This is an optimization exercise on Yosys and OpenROAD, whose aim is small area, a short achievable clock period and few clock cycles, not a production implementation.
Function was checked by simulation only, so behaviour that the tests miss may differ from the original.
No activity file was given, so power comes from the tool's default toggle rates.

[flow/flow/run.sh]
#!/bin/bash
set -euo pipefail
# Up to clock tree synthesis, repair_timing aims at a 7.4 ns setup margin;
# after global routing only at 7.0 ns, so that it does not add buffers
# chasing the last tenths of a nanosecond with routed parasitics.
bash standard.sh "DONT_USE_CELLS=sky130_fd_sc_hd__probe_p_8 sky130_fd_sc_hd__probec_p_8 sky130_fd_sc_hd__lpflow_bleeder_1 sky130_fd_sc_hd__lpflow_clkbufkapwr_1 sky130_fd_sc_hd__lpflow_clkbufkapwr_16 sky130_fd_sc_hd__lpflow_clkbufkapwr_2 sky130_fd_sc_hd__lpflow_clkbufkapwr_4 sky130_fd_sc_hd__lpflow_clkbufkapwr_8 sky130_fd_sc_hd__lpflow_clkinvkapwr_1 sky130_fd_sc_hd__lpflow_clkinvkapwr_16 sky130_fd_sc_hd__lpflow_clkinvkapwr_2 sky130_fd_sc_hd__lpflow_clkinvkapwr_4 sky130_fd_sc_hd__lpflow_clkinvkapwr_8 sky130_fd_sc_hd__lpflow_decapkapwr_12 sky130_fd_sc_hd__lpflow_decapkapwr_3 sky130_fd_sc_hd__lpflow_decapkapwr_4 sky130_fd_sc_hd__lpflow_decapkapwr_6 sky130_fd_sc_hd__lpflow_decapkapwr_8 sky130_fd_sc_hd__lpflow_inputiso0n_1 sky130_fd_sc_hd__lpflow_inputiso0p_1 sky130_fd_sc_hd__lpflow_inputiso1n_1 sky130_fd_sc_hd__lpflow_inputiso1p_1 sky130_fd_sc_hd__lpflow_inputisolatch_1 sky130_fd_sc_hd__lpflow_isobufsrc_1 sky130_fd_sc_hd__lpflow_isobufsrc_16 sky130_fd_sc_hd__lpflow_isobufsrc_2 sky130_fd_sc_hd__lpflow_isobufsrc_4 sky130_fd_sc_hd__lpflow_isobufsrc_8 sky130_fd_sc_hd__lpflow_isobufsrckapwr_16 sky130_fd_sc_hd__lpflow_lsbuf_lh_hl_isowell_tap_1 sky130_fd_sc_hd__lpflow_lsbuf_lh_hl_isowell_tap_2 sky130_fd_sc_hd__lpflow_lsbuf_lh_hl_isowell_tap_4 sky130_fd_sc_hd__lpflow_lsbuf_lh_isowell_4 sky130_fd_sc_hd__lpflow_lsbuf_lh_isowell_tap_1 sky130_fd_sc_hd__lpflow_lsbuf_lh_isowell_tap_2 sky130_fd_sc_hd__lpflow_lsbuf_lh_isowell_tap_4  sky130_fd_sc_hd__fa_1 sky130_fd_sc_hd__fa_2 sky130_fd_sc_hd__fa_4 sky130_fd_sc_hd__ha_1 sky130_fd_sc_hd__ha_2 sky130_fd_sc_hd__ha_4" SETUP_SLACK_MARGIN=7.4 "CTS_ARGS=-sink_clustering_enable -repair_clock_nets -dont_use_dummy_load -sink_clustering_size 20 -sink_clustering_max_diameter 100" "BUFFER_PORTS_ARGS=-buffer_cell sky130_fd_sc_hd__buf_2" cts > standard_cts.log 2>&1
bash standard.sh "DONT_USE_CELLS=sky130_fd_sc_hd__probe_p_8 sky130_fd_sc_hd__probec_p_8 sky130_fd_sc_hd__lpflow_bleeder_1 sky130_fd_sc_hd__lpflow_clkbufkapwr_1 sky130_fd_sc_hd__lpflow_clkbufkapwr_16 sky130_fd_sc_hd__lpflow_clkbufkapwr_2 sky130_fd_sc_hd__lpflow_clkbufkapwr_4 sky130_fd_sc_hd__lpflow_clkbufkapwr_8 sky130_fd_sc_hd__lpflow_clkinvkapwr_1 sky130_fd_sc_hd__lpflow_clkinvkapwr_16 sky130_fd_sc_hd__lpflow_clkinvkapwr_2 sky130_fd_sc_hd__lpflow_clkinvkapwr_4 sky130_fd_sc_hd__lpflow_clkinvkapwr_8 sky130_fd_sc_hd__lpflow_decapkapwr_12 sky130_fd_sc_hd__lpflow_decapkapwr_3 sky130_fd_sc_hd__lpflow_decapkapwr_4 sky130_fd_sc_hd__lpflow_decapkapwr_6 sky130_fd_sc_hd__lpflow_decapkapwr_8 sky130_fd_sc_hd__lpflow_inputiso0n_1 sky130_fd_sc_hd__lpflow_inputiso0p_1 sky130_fd_sc_hd__lpflow_inputiso1n_1 sky130_fd_sc_hd__lpflow_inputiso1p_1 sky130_fd_sc_hd__lpflow_inputisolatch_1 sky130_fd_sc_hd__lpflow_isobufsrc_1 sky130_fd_sc_hd__lpflow_isobufsrc_16 sky130_fd_sc_hd__lpflow_isobufsrc_2 sky130_fd_sc_hd__lpflow_isobufsrc_4 sky130_fd_sc_hd__lpflow_isobufsrc_8 sky130_fd_sc_hd__lpflow_isobufsrckapwr_16 sky130_fd_sc_hd__lpflow_lsbuf_lh_hl_isowell_tap_1 sky130_fd_sc_hd__lpflow_lsbuf_lh_hl_isowell_tap_2 sky130_fd_sc_hd__lpflow_lsbuf_lh_hl_isowell_tap_4 sky130_fd_sc_hd__lpflow_lsbuf_lh_isowell_4 sky130_fd_sc_hd__lpflow_lsbuf_lh_isowell_tap_1 sky130_fd_sc_hd__lpflow_lsbuf_lh_isowell_tap_2 sky130_fd_sc_hd__lpflow_lsbuf_lh_isowell_tap_4  sky130_fd_sc_hd__fa_1 sky130_fd_sc_hd__fa_2 sky130_fd_sc_hd__fa_4 sky130_fd_sc_hd__ha_1 sky130_fd_sc_hd__ha_2 sky130_fd_sc_hd__ha_4" SETUP_SLACK_MARGIN=7.0 "CTS_ARGS=-sink_clustering_enable -repair_clock_nets -dont_use_dummy_load -sink_clustering_size 20 -sink_clustering_max_diameter 100" "BUFFER_PORTS_ARGS=-buffer_cell sky130_fd_sc_hd__buf_2" finish > standard_finish.log 2>&1
[flow/standard.sh]
#!/bin/bash
# synth_recipe.tcl (not shown) runs the flow's synth.tcl, then flattens the netlist and writes it again
# the make line also repeats each setting of config.mk as NAME=value (left out here)
make -C /OpenROAD-flow-scripts/flow DESIGN_CONFIG=/design/flow/config.mk WORK_HOME=/design/flow/orfs CLKGATE_MAP_FILE= SYNTH_SCRIPT=/design/flow/synth_recipe.tcl "${@:-finish}"
[flow/config.mk]
export PLATFORM = sky130hd
export DESIGN_NAME = SHA256
export DESIGN_NICKNAME = SHA256
export VERILOG_FILES = /design/flow/design.v
export SDC_FILE = /design/flow/constraint.sdc
export NUM_CORES = 4
export LEC_CHECK = 0
export ABC_AREA = 1
export CAP_MARGIN = 20
export CORE_MARGIN = 2
export CORE_UTILIZATION = 55
export SLEW_MARGIN = 20
[flow/constraint.sdc]
create_clock -name core_clock -period 11.0 [get_ports {clk}]
set_input_delay 2.2000 -clock core_clock [delete_from_list [all_inputs] [get_ports {clk}]]
set_output_delay 2.2000 -clock core_clock [all_outputs]
set_load 0.01 [all_outputs]
[flow/design.v]
module add32_bk(a, b, s);
	input [31:0] a, b;
	output [31:0] s;
	wire [31:0] p0 = a ^ b;
	wire [31:0] g0 = a & b;
	wire g_b0_1 = g0[1] | (p0[1] & g0[0]);
	wire p_b0_1 = p0[1] & p0[0];
	wire g_b0_3 = g0[3] | (p0[3] & g0[2]);
	wire p_b0_3 = p0[3] & p0[2];
	wire g_b0_5 = g0[5] | (p0[5] & g0[4]);
	wire p_b0_5 = p0[5] & p0[4];
	wire g_b0_7 = g0[7] | (p0[7] & g0[6]);
	wire p_b0_7 = p0[7] & p0[6];
	wire g_b0_9 = g0[9] | (p0[9] & g0[8]);
	wire p_b0_9 = p0[9] & p0[8];
	wire g_b0_11 = g0[11] | (p0[11] & g0[10]);
	wire p_b0_11 = p0[11] & p0[10];
	wire g_b0_13 = g0[13] | (p0[13] & g0[12]);
	wire p_b0_13 = p0[13] & p0[12];
	wire g_b0_15 = g0[15] | (p0[15] & g0[14]);
	wire p_b0_15 = p0[15] & p0[14];
	wire g_b0_17 = g0[17] | (p0[17] & g0[16]);
	wire p_b0_17 = p0[17] & p0[16];
	wire g_b0_19 = g0[19] | (p0[19] & g0[18]);
	wire p_b0_19 = p0[19] & p0[18];
	wire g_b0_21 = g0[21] | (p0[21] & g0[20]);
	wire p_b0_21 = p0[21] & p0[20];
	wire g_b0_23 = g0[23] | (p0[23] & g0[22]);
	wire p_b0_23 = p0[23] & p0[22];
	wire g_b0_25 = g0[25] | (p0[25] & g0[24]);
	wire p_b0_25 = p0[25] & p0[24];
	wire g_b0_27 = g0[27] | (p0[27] & g0[26]);
	wire p_b0_27 = p0[27] & p0[26];
	wire g_b0_29 = g0[29] | (p0[29] & g0[28]);
	wire p_b0_29 = p0[29] & p0[28];
	wire g_b0_31 = g0[31] | (p0[31] & g0[30]);
	wire p_b0_31 = p0[31] & p0[30];
	wire g_b1_3 = g_b0_3 | (p_b0_3 & g_b0_1);
	wire p_b1_3 = p_b0_3 & p_b0_1;
	wire g_b1_7 = g_b0_7 | (p_b0_7 & g_b0_5);
	wire p_b1_7 = p_b0_7 & p_b0_5;
	wire g_b1_11 = g_b0_11 | (p_b0_11 & g_b0_9);
	wire p_b1_11 = p_b0_11 & p_b0_9;
	wire g_b1_15 = g_b0_15 | (p_b0_15 & g_b0_13);
	wire p_b1_15 = p_b0_15 & p_b0_13;
	wire g_b1_19 = g_b0_19 | (p_b0_19 & g_b0_17);
	wire p_b1_19 = p_b0_19 & p_b0_17;
	wire g_b1_23 = g_b0_23 | (p_b0_23 & g_b0_21);
	wire p_b1_23 = p_b0_23 & p_b0_21;
	wire g_b1_27 = g_b0_27 | (p_b0_27 & g_b0_25);
	wire p_b1_27 = p_b0_27 & p_b0_25;
	wire g_b1_31 = g_b0_31 | (p_b0_31 & g_b0_29);
	wire p_b1_31 = p_b0_31 & p_b0_29;
	wire g_b2_7 = g_b1_7 | (p_b1_7 & g_b1_3);
	wire p_b2_7 = p_b1_7 & p_b1_3;
	wire g_b2_15 = g_b1_15 | (p_b1_15 & g_b1_11);
	wire p_b2_15 = p_b1_15 & p_b1_11;
	wire g_b2_23 = g_b1_23 | (p_b1_23 & g_b1_19);
	wire p_b2_23 = p_b1_23 & p_b1_19;
	wire g_b2_31 = g_b1_31 | (p_b1_31 & g_b1_27);
	wire p_b2_31 = p_b1_31 & p_b1_27;
	wire g_b3_15 = g_b2_15 | (p_b2_15 & g_b2_7);
	wire p_b3_15 = p_b2_15 & p_b2_7;
	wire g_b3_31 = g_b2_31 | (p_b2_31 & g_b2_23);
	wire p_b3_31 = p_b2_31 & p_b2_23;
	wire g_b4_31 = g_b3_31 | (p_b3_31 & g_b3_15);
	wire p_b4_31 = p_b3_31 & p_b3_15;
	wire g_r6_23 = g_b2_23 | (p_b2_23 & g_b3_15);
	wire p_r6_23 = p_b2_23 & p_b3_15;
	wire g_r7_11 = g_b1_11 | (p_b1_11 & g_b2_7);
	wire p_r7_11 = p_b1_11 & p_b2_7;
	wire g_r7_19 = g_b1_19 | (p_b1_19 & g_b3_15);
	wire p_r7_19 = p_b1_19 & p_b3_15;
	wire g_r7_27 = g_b1_27 | (p_b1_27 & g_r6_23);
	wire p_r7_27 = p_b1_27 & p_r6_23;
	wire g_r8_5 = g_b0_5 | (p_b0_5 & g_b1_3);
	wire p_r8_5 = p_b0_5 & p_b1_3;
	wire g_r8_9 = g_b0_9 | (p_b0_9 & g_b2_7);
	wire p_r8_9 = p_b0_9 & p_b2_7;
	wire g_r8_13 = g_b0_13 | (p_b0_13 & g_r7_11);
	wire p_r8_13 = p_b0_13 & p_r7_11;
	wire g_r8_17 = g_b0_17 | (p_b0_17 & g_b3_15);
	wire p_r8_17 = p_b0_17 & p_b3_15;
	wire g_r8_21 = g_b0_21 | (p_b0_21 & g_r7_19);
	wire p_r8_21 = p_b0_21 & p_r7_19;
	wire g_r8_25 = g_b0_25 | (p_b0_25 & g_r6_23);
	wire p_r8_25 = p_b0_25 & p_r6_23;
	wire g_r8_29 = g_b0_29 | (p_b0_29 & g_r7_27);
	wire p_r8_29 = p_b0_29 & p_r7_27;
	wire g_r9_2 = g0[2] | (p0[2] & g_b0_1);
	wire p_r9_2 = p0[2] & p_b0_1;
	wire g_r9_4 = g0[4] | (p0[4] & g_b1_3);
	wire p_r9_4 = p0[4] & p_b1_3;
	wire g_r9_6 = g0[6] | (p0[6] & g_r8_5);
	wire p_r9_6 = p0[6] & p_r8_5;
	wire g_r9_8 = g0[8] | (p0[8] & g_b2_7);
	wire p_r9_8 = p0[8] & p_b2_7;
	wire g_r9_10 = g0[10] | (p0[10] & g_r8_9);
	wire p_r9_10 = p0[10] & p_r8_9;
	wire g_r9_12 = g0[12] | (p0[12] & g_r7_11);
	wire p_r9_12 = p0[12] & p_r7_11;
	wire g_r9_14 = g0[14] | (p0[14] & g_r8_13);
	wire p_r9_14 = p0[14] & p_r8_13;
	wire g_r9_16 = g0[16] | (p0[16] & g_b3_15);
	wire p_r9_16 = p0[16] & p_b3_15;
	wire g_r9_18 = g0[18] | (p0[18] & g_r8_17);
	wire p_r9_18 = p0[18] & p_r8_17;
	wire g_r9_20 = g0[20] | (p0[20] & g_r7_19);
	wire p_r9_20 = p0[20] & p_r7_19;
	wire g_r9_22 = g0[22] | (p0[22] & g_r8_21);
	wire p_r9_22 = p0[22] & p_r8_21;
	wire g_r9_24 = g0[24] | (p0[24] & g_r6_23);
	wire p_r9_24 = p0[24] & p_r6_23;
	wire g_r9_26 = g0[26] | (p0[26] & g_r8_25);
	wire p_r9_26 = p0[26] & p_r8_25;
	wire g_r9_28 = g0[28] | (p0[28] & g_r7_27);
	wire p_r9_28 = p0[28] & p_r7_27;
	wire g_r9_30 = g0[30] | (p0[30] & g_r8_29);
	wire p_r9_30 = p0[30] & p_r8_29;
	assign s = p0 ^ {g_r9_30, g_r8_29, g_r9_28, g_r7_27, g_r9_26, g_r8_25, g_r9_24, g_r6_23, g_r9_22, g_r8_21, g_r9_20, g_r7_19, g_r9_18, g_r8_17, g_r9_16, g_b3_15, g_r9_14, g_r8_13, g_r9_12, g_r7_11, g_r9_10, g_r8_9, g_r9_8, g_b2_7, g_r9_6, g_r8_5, g_r9_4, g_b1_3, g_r9_2, g_b0_1, g0[0], 1'b0};
endmodule
module ror(out, in);
	parameter N = 1;
	input  [31:0] in;
	output [31:0] out;
	assign out = {in[N-1:0], in[31:N]};
endmodule
module lsigma(out, in);
	parameter SHIFT_BITS  	= 1;
	parameter ROTATE_BITS_0 = 1;
	parameter ROTATE_BITS_1 = 1;
	input  [31:0] in;
	output [31:0] out;
	wire [31:0] net [2:0];	 
	assign net[0] = in >> SHIFT_BITS;
	ror #(ROTATE_BITS_0) u1(net[1], in);
	ror #(ROTATE_BITS_1) u2(net[2], in);
	assign out = net[0] ^ net[1] ^ net[2];
endmodule
module usigma(out, in);
	parameter ROTATE_BITS_0 = 1;
	parameter ROTATE_BITS_1 = 1;
	parameter ROTATE_BITS_2 = 1;
	input  [31:0] in;
	output [31:0] out;
	wire [31:0] net [2:0];	 
	ror #(ROTATE_BITS_0) u0(net[0], in);
	ror #(ROTATE_BITS_1) u1(net[1], in);
	ror #(ROTATE_BITS_2) u2(net[2], in);
	assign out = net[0] ^ net[1] ^ net[2];
endmodule
module choice(out, a, b, c);
	input  [31:0] a, b, c;
	output [31:0] out;
	assign out = (a & b) | (~a & c);
endmodule
module majority(out, a, b, c);
	input  [31:0] a, b, c;
	output [31:0] out;
	assign out = (a & b) | (a & c) | (b & c);
endmodule
module constants(out, addr);
	input  [5:0]  addr;
	output [31:0] out;
	reg [31:0] cnst;
	always @* begin
		case(addr)
			00 : cnst = 32'h 428a2f98;
			01 : cnst = 32'h 71374491;
			02 : cnst = 32'h b5c0fbcf;
			03 : cnst = 32'h e9b5dba5;
			04 : cnst = 32'h 3956c25b;
			05 : cnst = 32'h 59f111f1;
			06 : cnst = 32'h 923f82a4;
			07 : cnst = 32'h ab1c5ed5;
			08 : cnst = 32'h d807aa98;
			09 : cnst = 32'h 12835b01;
			10 : cnst = 32'h 243185be;
			11 : cnst = 32'h 550c7dc3;
			12 : cnst = 32'h 72be5d74;
			13 : cnst = 32'h 80deb1fe;
			14 : cnst = 32'h 9bdc06a7;
			15 : cnst = 32'h c19bf174;
			16 : cnst = 32'h e49b69c1;
			17 : cnst = 32'h efbe4786;
			18 : cnst = 32'h 0fc19dc6;
			19 : cnst = 32'h 240ca1cc;
			20 : cnst = 32'h 2de92c6f;
			21 : cnst = 32'h 4a7484aa;
			22 : cnst = 32'h 5cb0a9dc;
			23 : cnst = 32'h 76f988da;
			24 : cnst = 32'h 983e5152;
			25 : cnst = 32'h a831c66d;
			26 : cnst = 32'h b00327c8;
			27 : cnst = 32'h bf597fc7;
			28 : cnst = 32'h c6e00bf3;
			29 : cnst = 32'h d5a79147;
			30 : cnst = 32'h 06ca6351;
			31 : cnst = 32'h 14292967;
			32 : cnst = 32'h 27b70a85;
			33 : cnst = 32'h 2e1b2138;
			34 : cnst = 32'h 4d2c6dfc;
			35 : cnst = 32'h 53380d13;
			36 : cnst = 32'h 650a7354;
			37 : cnst = 32'h 766a0abb;
			38 : cnst = 32'h 81c2c92e;
			39 : cnst = 32'h 92722c85;
			40 : cnst = 32'h a2bfe8a1;
			41 : cnst = 32'h a81a664b;
			42 : cnst = 32'h c24b8b70;
			43 : cnst = 32'h c76c51a3;
			44 : cnst = 32'h d192e819;
			45 : cnst = 32'h d6990624;
			46 : cnst = 32'h f40e3585;
			47 : cnst = 32'h 106aa070;
			48 : cnst = 32'h 19a4c116;
			49 : cnst = 32'h 1e376c08;
			50 : cnst = 32'h 2748774c;
			51 : cnst = 32'h 34b0bcb5;
			52 : cnst = 32'h 391c0cb3;
			53 : cnst = 32'h 4ed8aa4a;
			54 : cnst = 32'h 5b9cca4f;
			55 : cnst = 32'h 682e6ff3;
			56 : cnst = 32'h 748f82ee;
			57 : cnst = 32'h 78a5636f;
			58 : cnst = 32'h 84c87814;
			59 : cnst = 32'h 8cc70208;
			60 : cnst = 32'h 90befffa;
			61 : cnst = 32'h a4506ceb;
			62 : cnst = 32'h bef9a3f7;
			63 : cnst = 32'h c67178f2;
		endcase
	end
	assign out = cnst;
endmodule
module counter(addr, eoc, clk, soc_n, rd);
	input  clk, soc_n, rd;
	output eoc;
	output [5:0] addr;
	reg  Q0, Q1, Q2, Q3, Q4, Q5, Q6;
	wire dQ0, dQ1, dQ2, dQ3, dQ4, dQ5, dQ6;
	wire wQ0, wQ1, wQ2, wQ3, wQ4, wQ5, wQ6, eoc_n;
	always @(posedge clk) begin
		Q0 <= dQ0;
		Q1 <= dQ1;
		Q2 <= dQ2;
		Q3 <= dQ3;
		Q4 <= dQ4;
		Q5 <= dQ5;
		Q6 <= dQ6;
	end
	assign eoc_n = ~Q6;
	assign wQ0 = eoc_n | rd; 
	assign dQ0 = (wQ0 ^ Q0) & soc_n;
	assign wQ1 = wQ0 & Q0;
	assign dQ1 = (wQ1 ^ Q1) & soc_n;
	assign wQ2 = wQ1 & Q1;
	assign dQ2 = (wQ2 ^ Q2) & soc_n;
	assign wQ3 = wQ2 & Q2 & eoc_n;
	assign dQ3 = (wQ3 ^ Q3) & soc_n;
	assign wQ4 = wQ3 & Q3;
	assign dQ4 = (wQ4 ^ Q4) & soc_n;
	assign wQ5 = wQ4 & Q4;
	assign dQ5 = (wQ5 ^ Q5) & soc_n;
	assign wQ6 = wQ5 & Q5;
	assign dQ6 = (wQ6 ^ Q6) & soc_n;
	assign eoc  = Q6;
	assign addr = {Q5, Q4, Q3, Q2, Q1, Q0};
endmodule
module wvar(H_out, X_out, in, H0, clk, rst_n, soc, eoc);
	input  clk, rst_n, soc, eoc;
	input  [31:0] in, H0;
	output [31:0] H_out, X_out;
	reg  [31:0] A, A0;
	wire [31:0] dA, dA0, add_out;
	always @(posedge clk) begin
		A  <= dA;
		A0 <= dA0;
	end
	add2 u0(add_out, A, A0);
	assign dA0 = (~rst_n) ? H0 : (soc) ? add_out : A0;
	assign dA  = (~rst_n) ? 32'd 0 : (soc) ? add_out : (eoc) ? A : in;
	assign X_out = A;
	assign H_out = add_out;
endmodule
module expansion(out, in, clk, sel);
	input  clk, sel;
	input  [31:0] in;
	output [31:0] out;
	reg  [31:0] mem [0:15];
	wire [31:0] a00, a01, a09, a14;
	wire [31:0] mux_out, add_out, lsigma0_out, lsigma1_out;
	always @(posedge clk) begin
		mem[0]  <=  mem[1]; 
		mem[1]  <=  mem[2]; 
		mem[2]  <=  mem[3];
		mem[3]  <=  mem[4];
		mem[4]  <=  mem[5];
		mem[5]  <=  mem[6];
		mem[6]  <=  mem[7];
		mem[7]  <=  mem[8];
		mem[8]  <=  mem[9];
		mem[9]  <=  mem[10];
		mem[10] <=  mem[11];
		mem[11] <=  mem[12];
		mem[12] <=  mem[13];
		mem[13] <=  mem[14];
		mem[14] <=  mem[15];
		mem[15] <=  mux_out;
	end
	assign a00 = mem[0];
	assign a01 = mem[1];
	assign a09 = mem[9];
	assign a14 = mem[14];
	lsigma #(3,  7,  18) u0(lsigma0_out, a01);
	lsigma #(10, 17, 19) u1(lsigma1_out, a14);
	assign add_out = a00 + lsigma0_out + a09 + lsigma1_out;
	assign mux_out = (sel) ? add_out : in;
	assign out = mux_out;
endmodule
module compression(hash, msg, k, clk, rst_n, soc, eoc);
	localparam Ha_0 = 32'h6a09e667;
	localparam Hb_0 = 32'hbb67ae85;
	localparam Hc_0 = 32'h3c6ef372;
	localparam Hd_0 = 32'ha54ff53a;
	localparam He_0 = 32'h510e527f;
	localparam Hf_0 = 32'h9b05688c;
	localparam Hg_0 = 32'h1f83d9ab;
	localparam Hh_0 = 32'h5be0cd19;
	input  clk, rst_n, soc, eoc;
	input  [31:0]  msg, k;
	output [255:0] hash;
	wire [31:0] A, B, C, D, E, F, G, H;
	wire [31:0] Ha, Hb, Hc, Hd, He, Hf, Hg, Hh;
	wire [31:0] addMsg, addE, addA;
	wire [31:0] us0, us1, maj, ch;
	wvar 	 uA(Ha, A, addA, Ha_0, clk, rst_n, soc, eoc);
	wvar 	 uB(Hb, B,    A, Hb_0, clk, rst_n, soc, eoc);
	wvar 	 uC(Hc, C,    B, Hc_0, clk, rst_n, soc, eoc);
	wvar 	 uD(Hd, D,    C, Hd_0, clk, rst_n, soc, eoc);
	wvar 	 uE(He, E, addE, He_0, clk, rst_n, soc, eoc);
	wvar 	 uF(Hf, F,    E, Hf_0, clk, rst_n, soc, eoc);
	wvar 	 uG(Hg, G,    F, Hg_0, clk, rst_n, soc, eoc);
	wvar 	 uH(Hh, H,    G, Hh_0, clk, rst_n, soc, eoc);
	usigma #(6, 11, 25)  u0(us1, E);
	choice	 u1(ch, E, F, G);
	assign addMsg = msg + k + us1 + ch + H;
	assign addE = addMsg + D;
	usigma #(2, 13, 22)	 u4(us0, A);
	majority u5(maj, A, B, C);
	assign addA = us0 + maj + addMsg;	
	assign hash = {Ha, Hb, Hc, Hd, He, Hf, Hg, Hh};
endmodule
module SHA256(idata, odata, eoc, clk, rst, soc, rd, hash);
	input  clk, rst, soc, rd;
	input  [31:0] idata;
	output [31:0] odata;
	output eoc;
	output [255:0] hash;
	localparam [255:0] IV = {32'h6a09e667, 32'hbb67ae85, 32'h3c6ef372, 32'ha54ff53a,
	                         32'h510e527f, 32'h9b05688c, 32'h1f83d9ab, 32'h5be0cd19};
	reg        rst_r;
	reg  [6:0] cnt;
	reg  [2:0] ptr;                               
	reg        eoc_r;
	reg        rnd, last, fin, ff, load, wsel;
	wire       sat   = cnt[6] & cnt[1];           
	wire [6:0] cnt_n = soc ? 7'd0 : sat ? cnt : cnt + 7'd1;
	assign eoc = eoc_r;
	always @(posedge clk) begin
		rst_r <= rst;
		cnt   <= cnt_n;
		eoc_r <= cnt_n == 7'd66;
		rnd   <= (cnt_n != 7'd0) & (cnt_n <= 7'd64);         
		last  <= cnt_n == 7'd64;                              
		fin   <= cnt_n == 7'd65;                              
		ff    <= (cnt_n == 7'd62) | (cnt_n == 7'd63);         
		load  <= (cnt_n != 7'd0) & (cnt_n <= 7'd4);           
		wsel  <= cnt_n >= 7'd16;                              
		if (soc)
			ptr <= 3'd1;
		else if (rd & eoc_r)
			ptr <= ptr + 3'd1;
	end
	reg  [31:0] w [0:15];
	wire [31:0] w1 = w[1], w14 = w[14];
	wire [31:0] ls0 = {w1[6:0], w1[31:7]} ^ {w1[17:0], w1[31:18]} ^ (w1 >> 3);
	wire [31:0] ls1 = {w14[16:0], w14[31:17]} ^ {w14[18:0], w14[31:19]} ^ (w14 >> 10);
	wire [31:0] x1s = w[0] ^ ls0 ^ w[9];
	wire [31:0] x1c = {(w[0][30:0] & ls0[30:0]) | (w[0][30:0] & w[9][30:0]) | (ls0[30:0] & w[9][30:0]), 1'b0};
	wire [31:0] x2s = x1s ^ x1c ^ ls1;
	wire [31:0] x2c = {(x1s[30:0] & x1c[30:0]) | (x1s[30:0] & ls1[30:0]) | (x1c[30:0] & ls1[30:0]), 1'b0};
	wire [31:0] wexp;
	add32_bk uwx(x2s, x2c, wexp);
	integer i;
	always @(posedge clk) begin
		for (i = 0; i < 15; i = i + 1)
			w[i] <= w[i+1];
		w[15] <= wsel ? wexp : idata;
	end
	reg [31:0] k;                 
	always @(posedge clk) begin
		case (cnt[5:0])
			   6'd0: k <= 32'h428a2f98;     6'd1: k <= 32'h71374491;     6'd2: k <= 32'hb5c0fbcf;     6'd3: k <= 32'he9b5dba5;
			   6'd4: k <= 32'h3956c25b;     6'd5: k <= 32'h59f111f1;     6'd6: k <= 32'h923f82a4;     6'd7: k <= 32'hab1c5ed5;
			   6'd8: k <= 32'hd807aa98;     6'd9: k <= 32'h12835b01;    6'd10: k <= 32'h243185be;    6'd11: k <= 32'h550c7dc3;
			  6'd12: k <= 32'h72be5d74;    6'd13: k <= 32'h80deb1fe;    6'd14: k <= 32'h9bdc06a7;    6'd15: k <= 32'hc19bf174;
			  6'd16: k <= 32'he49b69c1;    6'd17: k <= 32'hefbe4786;    6'd18: k <= 32'h0fc19dc6;    6'd19: k <= 32'h240ca1cc;
			  6'd20: k <= 32'h2de92c6f;    6'd21: k <= 32'h4a7484aa;    6'd22: k <= 32'h5cb0a9dc;    6'd23: k <= 32'h76f988da;
			  6'd24: k <= 32'h983e5152;    6'd25: k <= 32'ha831c66d;    6'd26: k <= 32'hb00327c8;    6'd27: k <= 32'hbf597fc7;
			  6'd28: k <= 32'hc6e00bf3;    6'd29: k <= 32'hd5a79147;    6'd30: k <= 32'h06ca6351;    6'd31: k <= 32'h14292967;
			  6'd32: k <= 32'h27b70a85;    6'd33: k <= 32'h2e1b2138;    6'd34: k <= 32'h4d2c6dfc;    6'd35: k <= 32'h53380d13;
			  6'd36: k <= 32'h650a7354;    6'd37: k <= 32'h766a0abb;    6'd38: k <= 32'h81c2c92e;    6'd39: k <= 32'h92722c85;
			  6'd40: k <= 32'ha2bfe8a1;    6'd41: k <= 32'ha81a664b;    6'd42: k <= 32'hc24b8b70;    6'd43: k <= 32'hc76c51a3;
			  6'd44: k <= 32'hd192e819;    6'd45: k <= 32'hd6990624;    6'd46: k <= 32'hf40e3585;    6'd47: k <= 32'h106aa070;
			  6'd48: k <= 32'h19a4c116;    6'd49: k <= 32'h1e376c08;    6'd50: k <= 32'h2748774c;    6'd51: k <= 32'h34b0bcb5;
			  6'd52: k <= 32'h391c0cb3;    6'd53: k <= 32'h4ed8aa4a;    6'd54: k <= 32'h5b9cca4f;    6'd55: k <= 32'h682e6ff3;
			  6'd56: k <= 32'h748f82ee;    6'd57: k <= 32'h78a5636f;    6'd58: k <= 32'h84c87814;    6'd59: k <= 32'h8cc70208;
			  6'd60: k <= 32'h90befffa;    6'd61: k <= 32'ha4506ceb;    6'd62: k <= 32'hbef9a3f7;  default: k <= 32'hc67178f2;
		endcase
	end
	reg  [31:0] A, B, C, D, E, F, G, H;
	reg  [31:0] X0, X1, X2, X3, Y0, Y1, Y2, Y3;
	wire [31:0] xs;
	add32_bk uxs(X3, A, xs);
	wire [31:0] ys;
	add32_bk uys(Y3, E, ys);
	always @(posedge clk) begin
		X0 <= X1;
		X1 <= X2;
		X2 <= ff ? xs : X3;
		X3 <= load ? D : X0;
		Y0 <= Y1;
		Y1 <= Y2;
		Y2 <= ff ? ys : Y3;
		Y3 <= load ? H : Y0;
	end
	wire [31:0] wt  = w[15];
	wire [31:0] S1  = {E[5:0], E[31:6]} ^ {E[10:0], E[31:11]} ^ {E[24:0], E[31:25]};
	wire [31:0] S0  = {A[1:0], A[31:2]} ^ {A[12:0], A[31:13]} ^ {A[21:0], A[31:22]};
	wire [31:0] ch  = (E & F) | (~E & G);
	wire [31:0] mj  = (A & B) | (A & C) | (B & C);
	wire [31:0] t0s = H ^ k ^ wt;
	wire [31:0] t0c = {(H[30:0] & k[30:0]) | (H[30:0] & wt[30:0]) | (k[30:0] & wt[30:0]), 1'b0};
	wire [31:0] a1s = t0s ^ t0c ^ ch;
	wire [31:0] a1c = {(t0s[30:0] & t0c[30:0]) | (t0s[30:0] & ch[30:0]) | (t0c[30:0] & ch[30:0]), 1'b0};
	wire [31:0] a2s = mj ^ S1 ^ S0;
	wire [31:0] a2c = {(mj[30:0] & S1[30:0]) | (mj[30:0] & S0[30:0]) | (S1[30:0] & S0[30:0]), 1'b0};
	wire [31:0] a3s = a1s ^ a1c ^ a2s;
	wire [31:0] a3c = {(a1s[30:0] & a1c[30:0]) | (a1s[30:0] & a2s[30:0]) | (a1c[30:0] & a2s[30:0]), 1'b0};
	wire [31:0] a4s = a3s ^ a3c ^ a2c;
	wire [31:0] a4c = {(a3s[30:0] & a3c[30:0]) | (a3s[30:0] & a2c[30:0]) | (a3c[30:0] & a2c[30:0]), 1'b0};
	wire [31:0] an; add32_bk uan(a4s, a4c, an);
	wire [31:0] e1s = D ^ ch ^ S1;
	wire [31:0] e1c = {(D[30:0] & ch[30:0]) | (D[30:0] & S1[30:0]) | (ch[30:0] & S1[30:0]), 1'b0};
	wire [31:0] e2s = t0s ^ t0c ^ e1s;
	wire [31:0] e2c = {(t0s[30:0] & t0c[30:0]) | (t0s[30:0] & e1s[30:0]) | (t0c[30:0] & e1s[30:0]), 1'b0};
	wire [31:0] e3s = e2s ^ e2c ^ e1c;
	wire [31:0] e3c = {(e2s[30:0] & e2c[30:0]) | (e2s[30:0] & e1c[30:0]) | (e2c[30:0] & e1c[30:0]), 1'b0};
	wire [31:0] en; add32_bk uen(e3s, e3c, en);
	always @(posedge clk) begin
		if (rst_r) begin
			{A, B, C, D, E, F, G, H} <= IV;
		end else if (rnd) begin
			A <= an;
			B <= last ? xs : A;
			C <= last ? X2 : B;
			D <= last ? X1 : C;
			E <= en;
			F <= last ? ys : E;
			G <= last ? Y2 : F;
			H <= last ? Y1 : G;
		end else if (fin) begin
			A <= xs;
			E <= ys;
		end
	end
	assign hash = {A, B, C, D, E, F, G, H};
	reg [31:0] mux_out, odata_r;
	always @* begin
		case (ptr)
			3'd0: mux_out = A;
			3'd1: mux_out = B;
			3'd2: mux_out = C;
			3'd3: mux_out = D;
			3'd4: mux_out = E;
			3'd5: mux_out = F;
			3'd6: mux_out = G;
			default: mux_out = H;
		endcase
	end
	always @(posedge clk) begin
		if (fin)
			odata_r <= xs;
		else if (rd & eoc_r)
			odata_r <= mux_out;
	end
	assign odata = odata_r;
endmodule
==> load_flow_metrics.sql, run 1 <==
INSERT INTO impl_metrics (metric_group, metric, value, unit) VALUES
('placement', 'place_ws', '6390', 'ps'),
('floorplan', 'rows', '116', ''),
('setup_path', 'path_max_fanout', '10', ''),
('yosys', 'synth_seq_cells', '1106', ''),
('floorplan', 'floorplan.die_area', '104000', 'um^2'),
('sta', 'post-route-min-period', '3770', 'ps'),
('sta', 'worst_setup_skew_after_layout', '82.3', 'ps'),
('sta', 'timing.final.max_slew_violations', '0', ''),
('setup_path', 'cp_data_required_time', '11570', 'ps'),
('sta', 'post_route_setup_slack', '7230', 'ps'),
('grt', 'wire_length_of_the_first_global_routing_pass', '328', 'mm'),
('sta', 'timing_hold_violations_final', '0', ''),
('yosys', 'post-synth-top-count-cell', 'nand2_1', ''),
('sta', 'final.setup.tns', '0', 'ps'),
('grt', 'number_of_global_route_vias_before_repair', '49300', ''),
('yosys', 'netlist.top_cell.by_area', 'dfxtp_1', ''),
('clocking', 'cts.root.buffer_cell', 'clkbuf_16', ''),
('drt', 'detail_route.drc_violations', '0', ''),
('yosys', 'fraction_of_synthesized_cell_area_taken_by_the_top_area_cell_type', '0.386', ''),
('setup_path', 'crit_top_cell', 'nand2_1', ''),
('drt', 'dr_pass1_iterations', '10', ''),
('finish', 'layout.core_utilization', '0.611', ''),
('grt', 'grt_antenna_before_repair', '7', ''),
('placement', 'detailedPlacementHpwl', '175', 'mm'),
('finish', 'final_cell_count_no_fill', '9400', ''),
('setup_path', 'timing.critical_path.slowest_cell_delay', '480', 'ps'),
('clocking', 'tritoncts', 'built', ''),
('drt', 'detail_route.vias_per_cell', '5.82', ''),
('sta', 'worst_slew_pin_slew', '1200', 'ps'),
('clocking', 'cts_hold_buffers', '0', ''),
('drt', 'route.layer.met1.wl', '88.8', 'mm'),
('outcome', 'status', 'timing/DRC/antenna clean', ''),
('power_and_ir_drop', 'power.density_cell_area', '353', 'nW/um^2'),
('clocking', 'numCtsBuffers', '67', ''),
('drt', 'drt-initial-drc-count', '6757', ''),
('yosys', 'async_set_or_reset_register_ratio_after_synthesis', '0', ''),
('drt', 'detail_routed_net_length_per_standard_cell', '24.6', 'um'),
('yosys', 'synth-edff-count', '32', ''),
('yosys', 'synthesis.instances', '7873', ''),
('placement', 'place.port_buffers', '324', ''),
('clocking', 'cts_num_sinks', '1106', ''),
('power_and_ir_drop', 'power.ir.vdd_worst', '0.000227', 'V'),
('sta', 'worst_hold_slack', '292', 'ps'),
('power_and_ir_drop', 'p_leak', '30.8', 'nW'),
('sta', 'rsz0062_at_grt', 'true', ''),
('yosys', 'synth_sequential_area_ratio', '0.404', ''),
('yosys', 'ys_types', '77', ''),
('setup_path', 'slowest_stage', 'dfxtp_4', ''),
('grt', 'grt-ovfl-total', '0', ''),
('clocking', 'insertion_delay', '700', 'ps'),
('setup_path', 'crit_buf_inv', '2', ''),
('yosys', 'mappedNetlistNets', '7909', ''),
('setup_path', 'cpLargestDelayFamily', 'simple AND/OR/NAND/NOR gates', ''),
('yosys', 'post_synth_main_area_contributors', 'dfxtp_1 (39%), nand2_1 (16%), inv_1 (6.3%)', ''),
('drt', 'routed_length_on_met2', '94.4', 'mm'),
('drt', 'postRouteWirelength', '231', 'mm'),
('finish', 'drive_above_1_share', '0.131', ''),
('clocking', 'cts-htree-levels', '3', ''),
('yosys', 'synthesis.area', '55700', 'um^2'),
('drt', 'post_route_ant_nets', '0', ''),
('grt', 'groute.usage.overall', '0.433', ''),
('drt', 'via_count', '54700', ''),
('drt', 'met3_length', '28.3', 'mm'),
('finish', 'num-fill-cells', '9190', ''),
('hold_path', 'holdCritPathClass', 'flip-flop to flip-flop', ''),
('setup_path', 'regToRegSetupSlack', '7230', 'ps'),
('finish', 'layout.nets', '8137', ''),
('grt', 'grt_start_max_net_pins', '94', ''),
('sta', 'slew_headroom', '0.182', ''),
('placement', 'gp_congestion', '1.03', ''),
('floorplan', 'floorplan.io_pins', '325', '');
-- final timing paths --
| path | start | to | depth (start not counted) |
|---|---|---|---|
| hold / removal | w[13][17] | w[12][17] | 0 |
| hold reg to reg | w[13][17] | w[12][17] | 0 |
| setup / recovery | A[4] | A[31] | 31 |
| setup reg to reg | A[4] | A[31] | 31 |
-- worst reg2reg max path: cells and delay by family, from the launching register on --
family / cells / cell delay (ps)
AND/OR/NAND/NOR: 28 / 2610
flip-flops: 1 / 480
buffers and inverters: 2 / 180
AO/OA/AOI/OAI: 1 / 390
-- area by class of cell --
class | count | share of cell area
multi-input combinational | 5475 | 0.467
sequential | 1106 | 0.373
inverter | 1006 | 0.0628
timing repair buffer | 445 | 0.0434
clock buffer | 67 | 0.0274
tap | 1298 | 0.0265
antenna | 3 | 0.000123
-- per-layer routing --
layer / GRT usage / vias up
met5: 0 / -
li1: - / 25600
met3: 0.122 / 774
met2: 0.635 / 3217
met1: 0.550 / 25100
met4: 0.299 / 6
-- sequential cells by signal, indices dropped and copies added (netlist names), 3 cells and up --
name     flops
A           32
B           32
C           32
D           32
E           32
F           32
G           32
H           32
X0          32
X1          32
X2          32
X3          32
Y0          32
Y1          32
Y2          32
Y3          32
cnt          7
k           32
odata_r     32
ptr          3
w          512
-- power by group --
| part | internal (mW) | total (mW) | switching (mW) | leakage, nW |
|---|---|---|---|---|
| logic | 4.79 | 14.0 | 9.23 | 20.7 |
| registers | 4.48 | 5.15 | 0.676 | 9.31 |
| clock network | 1.09 | 2.45 | 1.37 | 0.826 |
-- placed cells by master (no fill, tap or decap), drive strengths merged, types with 18 or more instances in the layout --
cell    count
nand2    2474
dfxtp    1074
inv       993
nor2      538
nand3     459
buf       445
o21ai     438
a21oi     368
xor2      304
xnor2     216
o211ai    175
o221ai    108
or2        75
o22ai      71
clkbuf     67
edfxtp     32
a21boi     28
a31oi      27
o21bai     18
-- cells by family (layout without fill, tap and decap cells) --
logic type      Yosys count  count (layout)  synth area share
compound gates         1331            1331             0.148
xor+xnor                520             520            0.0865
fa+ha+maj                 1               1          0.000180
buf+inv                1292            1518            0.0919
flops                  1106            1106             0.404
mux                       3               3          0.000584
other cells               0               3                 0
simple gates           3620            3620             0.269
-- timing repair --
action	4_1_cts	5_1_grt
cloned	0	0
gates resized for setup	295	35
setup buffers	58	10
pin swaps	5	3
setup endpoints to repair	224	3
Testbench counts, summed over its fixed seeds: cycles 19,902.
==> run 2: changes to the inputs <==
--- a/flow/config.mk
+++ b/flow/config.mk
@@ -8,5 +8,5 @@
 export ABC_AREA = 1
 export CAP_MARGIN = 20
 export CORE_MARGIN = 2
-export CORE_UTILIZATION = 55
+export CORE_UTILIZATION = 65
 export SLEW_MARGIN = 20
==> run 2 against run 1 <==
  * The flow now stops in global routing (5_1_grt)
  * Synthesized cell count is the same
  * Area after synthesis is the same
==> load_flow_metrics.sql, run 2 <==
INSERT INTO impl_metrics (metric_group, metric, value, unit) VALUES
('outcome', 'status', 'stopped before the end', ''),
('outcome', 'halt_point_of_the_flow', 'global routing (5_1_grt)', ''),
('outcome', 'run.stop_error', '[ERROR GRT-0232] Routing congestion too high. Check the congestion heatmap in the GUI.', ''),
('sta', 'worst_endpoint_kind', 'register input', ''),
('grt', 'grt-ovfl-total', '8', ''),
('yosys', 'synthesis.instances', '7873', ''),
('floorplan', 'die-width', '297', 'um'),
('yosys', 'netlist_top_cells_count', 'nand2_1 (2364), dfxtp_1 (1074), inv_1 (940)', ''),
('clocking', 'cts_num_sinks', '1106', ''),
('clocking', 'cts_hold_buffers', '0', ''),
('grt', 'groute.usage.overall', '0.701', ''),
('clocking', 'cts.root.buffer_cell', 'clkbuf_16', ''),
('placement', 'detailedPlacementHpwl', '175', 'mm'),
('sta', 'worst_endpoint', 'w[15][30]$_DFF_P_/D', ''),
('floorplan', 'initial_core_utilization', '0.655', ''),
('yosys', 'synth-warning-count', '2', ''),
('yosys', 'synth_seq_cells', '1106', ''),
('yosys', 'synth_top_flop_cell', 'dfxtp_1', ''),
('placement', 'gp_congestion', '1.06', ''),
('yosys', 'post_synth_main_area_contributors', 'dfxtp_1 (39%), nand2_1 (16%), inv_1 (6.3%)', ''),
('floorplan', 'rows', '107', ''),
('yosys', 'synth_sequential_area_ratio', '0.404', ''),
('floorplan', 'floorplan.io_pins', '325', ''),
('yosys', 'ys_types', '77', ''),
('clocking', 'cts-htree-levels', '3', ''),
('yosys', 'mappedNetlistNets', '7909', ''),
('placement', 'place.port_buffers', '324', ''),
('placement', 'dp_cells', '9109', ''),
('yosys', 'synth-edff-count', '32', ''),
('yosys', 'async_set_or_reset_register_ratio_after_synthesis', '0', ''),
('clocking', 'cts-root-to-sink-buffers', '3', ''),
('yosys', 'netlist.top_cell.by_area', 'dfxtp_1', ''),
('yosys', 'post-synth-top-count-cell', 'nand2_1', ''),
('floorplan', 'floorplan.die.height', '297', 'um'),
('grt', 'grt_start_max_net_pins', '98', ''),
('yosys', 'fraction_of_synthesized_cell_area_taken_by_the_top_area_cell_type', '0.386', ''),
('clocking', 'numCtsBuffers', '67', ''),
('yosys', 'avg_cell_area_syn', '7.07', 'um^2'),
('yosys', 'synthesis.area', '55700', 'um^2'),
('placement', 'place_ws', '6460', 'ps');
[run 2: cell counts after synthesis]
No cell type changed its count.
[run 2: power groups by stage]
stage / Sequential [mW] / Clock, mW / Combinational [mW]
4_1_cts: 5.09 / 2.41 / 13.9
3_5_place_dp: 5.19 / 0 / 13.2
3_3_place_gp: 5.16 / 0 / 12.9
2_1_floorplan: 4.77 / 0 / 10.4
[run 2: cell families after synthesis]
| kind of cell | Yosys count | share of synthesized area |
|---|---|---|
| xor+xnor | 520 | 0.0865 |
| fa+ha+maj | 1 | 0.000180 |
| mux | 3 | 0.000584 |
| simple gates | 3620 | 0.269 |
| compound gates | 1331 | 0.148 |
| flops | 1106 | 0.404 |
| buf+inv | 1292 | 0.0919 |
[run 2: metrics by stage]
| stage | instance area (um^2) | hold slack, ps |
|---|---|---|
| floorplan | 55700 | 310 |
| global placement | 57800 | 310 |
| detailed placement | 57800 | 312 |
| CTS | 61600 | 286 |
[run 2: repair_timing]
action	4_1_cts
resized for setup	400
setup buffers	82
pin swaps	52
endpoints found under the setup margin	238
[run 2: worst max path at each step]
stage	from	endpoint	slack (ps)	cells after the start
CTS	w[1][2]	w[15][31]	7360	20
detailed placement	E[8]	E[31]	6460	28
global placement	E[8]	A[31]	6520	33
floorplan	soc	rnd	7550	9
[run 2: metal layers]
layer | overflow | GRT usage
met2 | 4 | 0.851
met3 | 2 | 0.537
met5 | 0 | 0.317
met4 | 2 | 0.643
met1 | 0 | 0.735
==> run 3: changes to the inputs <==
--- a/flow/config.mk
+++ b/flow/config.mk
@@ -8,5 +8,5 @@
 export ABC_AREA = 1
 export CAP_MARGIN = 20
 export CORE_MARGIN = 2
-export CORE_UTILIZATION = 65
+export CORE_UTILIZATION = 50
 export SLEW_MARGIN = 20
==> run 3 against run 2 <==
  * Now clean on timing, DRC and antenna
  * Area after synthesis unchanged
  * Synthesized cell count unchanged
==> load_flow_metrics.sql, run 3 <==
INSERT INTO impl_metrics (metric_group, metric, value, unit) VALUES
('yosys', 'synth_seq_cells', '1106', ''),
('power_and_ir_drop', 'netSwitchingPower', '11.0', 'mW'),
('outcome', 'status', 'timing/DRC/antenna clean', ''),
('clocking', 'tritoncts', 'built', ''),
('grt', 'grt_start_max_net_pins', '92', ''),
('setup_path', 'path_max_fanout', '25', ''),
('grt', 'grt_antenna_before_repair', '6', ''),
('yosys', 'post-synth-top-count-cell', 'nand2_1', ''),
('grt', 'number_of_global_route_vias_before_repair', '47800', ''),
('grt', 'grt-ovfl-total', '0', ''),
('floorplan', 'die-width', '338', 'um'),
('sta', 'timing.final.max_slew_violations', '0', ''),
('floorplan', 'floorplan.die_area', '114000', 'um^2'),
('run', 'drv_cap', '0', ''),
('placement', 'gp_congestion', '1.03', ''),
('setup_path', 'worstSetupPathType', 'flip-flop to flip-flop', ''),
('sta', 'final.setup.tns', '0', 'ps'),
('setup_path', 'crit_path_cell_trace', 'clkinv_1, nand2_1, buf_4, inv_1, a21oi_1, o211ai_1, o21a_1', ''),
('yosys', 'post_synth_main_area_contributors', 'dfxtp_1 (39%), nand2_1 (16%), inv_1 (6.3%)', ''),
('drt', 'detail_route.drc_violations', '0', ''),
('yosys', 'fraction_of_synthesized_cell_area_taken_by_the_top_area_cell_type', '0.386', ''),
('yosys', 'synth_top_flop_cell', 'dfxtp_1', ''),
('power_and_ir_drop', 'p_leak', '30.6', 'nW'),
('power_and_ir_drop', 'power_frac_seq', '0.242', ''),
('placement', 'place.port_buffers', '324', ''),
('power_and_ir_drop', 'pwr-share-comb', '0.645', ''),
('yosys', 'synth-edff-count', '32', ''),
('clocking', 'cts.root.buffer_cell', 'clkbuf_16', ''),
('grt', 'groute.usage.overall', '0.391', ''),
('yosys', 'synth_sequential_area_ratio', '0.404', ''),
('setup_path', 'cpLargestDelayFamily', 'compound AO/OA/AOI/OAI gates', ''),
('placement', 'detailedPlacementHpwl', '176', 'mm'),
('power_and_ir_drop', 'cellInternalPower', '10.2', 'mW'),
('finish', 'largest_register_ff_count', '512', ''),
('floorplan', 'floorplan.die.height', '338', 'um'),
('finish', 'layout.nets', '8114', ''),
('setup_path', 'cp_data_required_time', '11420', 'ps'),
('clocking', 'cts-root-to-sink-buffers', '3', ''),
('drt', 'postRouteWirelength', '230', 'mm'),
('yosys', 'synth-warning-count', '2', ''),
('setup_path', 'crit_path_end_kind', 'flip-flop', ''),
('clocking', 'cts.reportedPaths.clkPinSlew', '90', 'ps'),
('setup_path', 'slowest_stage', 'a21oi_1', ''),
('floorplan', 'floorplan.io_pins', '325', ''),
('grt', 'wire_length_of_the_first_global_routing_pass', '323', 'mm'),
('drt', 'post_route_ant_nets', '0', ''),
('finish', 'final-seq-area', '22800', 'um^2'),
('sta', 'fmax', '256', 'MHz'),
('clocking', 'insertion_delay', '680', 'ps'),
('drt', 'detail_routed_net_length_per_standard_cell', '24.0', 'um'),
('hold_path', 'worstHoldEndpoint', 'w[11][17]', ''),
('finish', 'num-fill-cells', '10900', ''),
('floorplan', 'initial_core_utilization', '0.504', ''),
('yosys', 'synthesis.area', '55700', 'um^2'),
('hold_path', 'holdCritPathClass', 'flip-flop to flip-flop', ''),
('floorplan', 'core-area', '111000', 'um^2'),
('sta', 'rsz0062_at_grt', 'true', ''),
('finish', 'layout_commonest_cell', 'nand2_1', ''),
('drt', 'drt-initial-drc-count', '6160', ''),
('setup_path', 'crit_buf_inv', '3', ''),
('sta', 'slew_headroom', '0.256', ''),
('yosys', 'netlist_top_cells_count', 'nand2_1 (2364), dfxtp_1 (1074), inv_1 (940)', ''),
('sta', 'worst_hold_slack', '300', 'ps'),
('power_and_ir_drop', 'sw_frac_of_total', '0.517', ''),
('yosys', 'avg_cell_area_syn', '7.07', 'um^2'),
('drt', 'detail_route.vias_per_cell', '5.62', ''),
('floorplan', 'rows', '122', ''),
('sta', 'post-route-min-period', '3900', 'ps'),
('finish', 'multi_input_comb_area', '28500', 'um^2'),
('finish', 'syn_to_final_growth', '9.75', '%'),
('sta', 'worst_slew_pin_slew', '1090', 'ps'),
('setup_path', 'setup.worst_path.start_class', 'flip-flop', ''),
('clocking', 'cts_hold_buffers', '0', ''),
('setup_path', 'timing.critical_path.slowest_cell_delay', '700', 'ps'),
('finish', 'largest-register', 'w', ''),
('setup_path', 'regToRegSetupSlack', '7100', 'ps'),
('finish', 'most-common-layout-cells', 'nand2_1 (2337), dfxtp_1 (933), inv_1 (923)', ''),
('sta', 'final.period_utilization', '0.355', ''),
('clocking', 'cts-htree-levels', '3', ''),
('yosys', 'mappedNetlistNets', '7909', ''),
('power_and_ir_drop', 'power.density_cell_area', '347', 'nW/um^2'),
('yosys', 'ys_types', '77', ''),
('setup_path', 'reg2reg_depth', '7', ''),
('power_and_ir_drop', 'power.ir.vdd_worst', '0.000288', 'V'),
('power_and_ir_drop', 'clock_power_share', '0.114', ''),
('setup_path', 'timing.critical_path.arrival', '4320', 'ps'),
('finish', 'drive_above_1_share', '0.129', ''),
('sta', 'report.final.setup_viol', '0', ''),
('yosys', 'async_set_or_reset_register_ratio_after_synthesis', '0', ''),
('setup_path', 'critical_path.reg2reg.endpoint', 'odata_r[20]', ''),
('clocking', 'cts_num_sinks', '1106', ''),
('setup_path', 'critical_path.reg2reg.startpoint', 'ptr[2]', ''),
('sta', 'timing_hold_violations_final', '0', ''),
('yosys', 'synthesis.instances', '7873', ''),
('clocking', 'numCtsBuffers', '67', ''),
('setup_path', 'critical_path_depth', '7', ''),
('drt', 'dr_pass1_iterations', '7', ''),
('drt', 'via_count', '53800', ''),
('sta', 'worst_setup_skew_after_layout', '69.4', 'ps'),
('hold_path', 'min_path_cells', '0', ''),
('yosys', 'netlist.top_cell.by_area', 'dfxtp_1', ''),
('hold_path', 'min_from', 'w[12][17]', '');
[run 3: power by group through the flow]
stage	Sequential, mW	Clock, mW	Combinational (mW)
6_report	5.13	2.41	13.7
2_1_floorplan	4.77	0	10.4
3_3_place_gp	5.16	0	12.9
5_1_grt	5.14	2.59	15.2
3_5_place_dp	5.17	0	13.0
4_1_cts	5.10	2.45	13.3
[run 3: cell type report]
| type | instances | area share |
|---|---|---|
| inverters | 1006 | 0.0627 |
| clock buffers | 67 | 0.0274 |
| repair buffers | 422 | 0.0398 |
| multi-input cells | 5475 | 0.466 |
| diodes | 3 | 0.000123 |
| flip-flops and latches | 1106 | 0.373 |
| well taps | 1488 | 0.0305 |
[run 3: worst max-delay path by stage]
stage / slack (ps) / endpoint / from
final: 7100 / odata_r[20] / ptr[2]
after global routing: 6930 / A[27] / H[18]
after CTS: 7370 / A[31] / H[11]
after detailed placement: 6550 / A[31] / E[29]
after global placement: 6570 / A[31] / E[29]
after floorplan: 7550 / rnd / soc
[run 3: what timing repair did]
item | CTS | global route
setup buffers | 42 | 4
endpoints found under the setup margin | 215 | 5
pin swaps | 6 | 0
hold endpoints to repair | 0 | 0
gates resized for setup | 277 | 35
[run 3: per-layer routing]
layer	part of all wire	vias up	routed length [um]	global-route usage
met5	0.00013	-	29	0
met4	0.071	4	16300	0.227
met3	0.11	619	24300	0.0897
met2	0.42	2850	96000	0.587
met1	0.41	24800	93100	0.514
li1	-	25500	-	-
[run 3: cell families (layout without fill, tap and decap cells)]
kind of cell / count (synthesis) / count (layout) / synth area share
XOR/XNOR: 520 / 520 / 0.0865
AND/OR/NAND/NOR: 3620 / 3620 / 0.269
multiplexers: 3 / 3 / 0.000584
buffers and inverters: 1292 / 1495 / 0.0919
other: 0 / 3 / 0
AO/OA/AOI/OAI: 1331 / 1331 / 0.148
flip-flops: 1106 / 1106 / 0.404
adder cells (fa/ha/maj): 1 / 1 / 0.000180
[run 3: stage by stage]
stage	total power [mW]	instances	worst slack (ps)	util	instance area, um^2
final	21.2	9567	7100	0.553	61100
after global routing	22.9	9564	6930	0.553	61100
after CTS	20.9	9560	7370	0.551	60900
after detailed placement	18.2	9451	6550	0.527	58300
after global placement	18.1	9451	6570	0.527	58300
after floorplan	15.2	7873	7550	-	55700

[what the ideal ports hide]
How much do the figures lean on ideal ports? The routed layouts below were timed once more, with nothing changed but the port constraints. Step 1, drivers: a clkbuf_16 drives clk and a buf_2 each remaining input, both assumed. Step 2 also shifts input and output timing later by t, the mid clock arrival at the registers, as if the neighbouring blocks saw the same clock. Slacks: ideal / step 1 / step 2; pairs: ideal / step 1.
run | t, ns | setup slack, ns | hold WS [ns] | clock arrival spread, ns | worst data-port slew with drivers (ns)
run 1 | 0.741 | 7.231 / 7.231 / 7.199 | 0.292 / 0.292 / 0.292 | 0.083 / 0.082 | 0.08
run 3 | 0.732 | 7.100 / 7.100 / 7.100 | 0.300 / 0.300 / 0.300 | 0.070 / 0.070 | 0.06
After both steps every run listed still meets setup and hold. The setup slack of run 1, which loses most, moves by 0.000 ns with the drivers and by -0.032 ns with both steps.
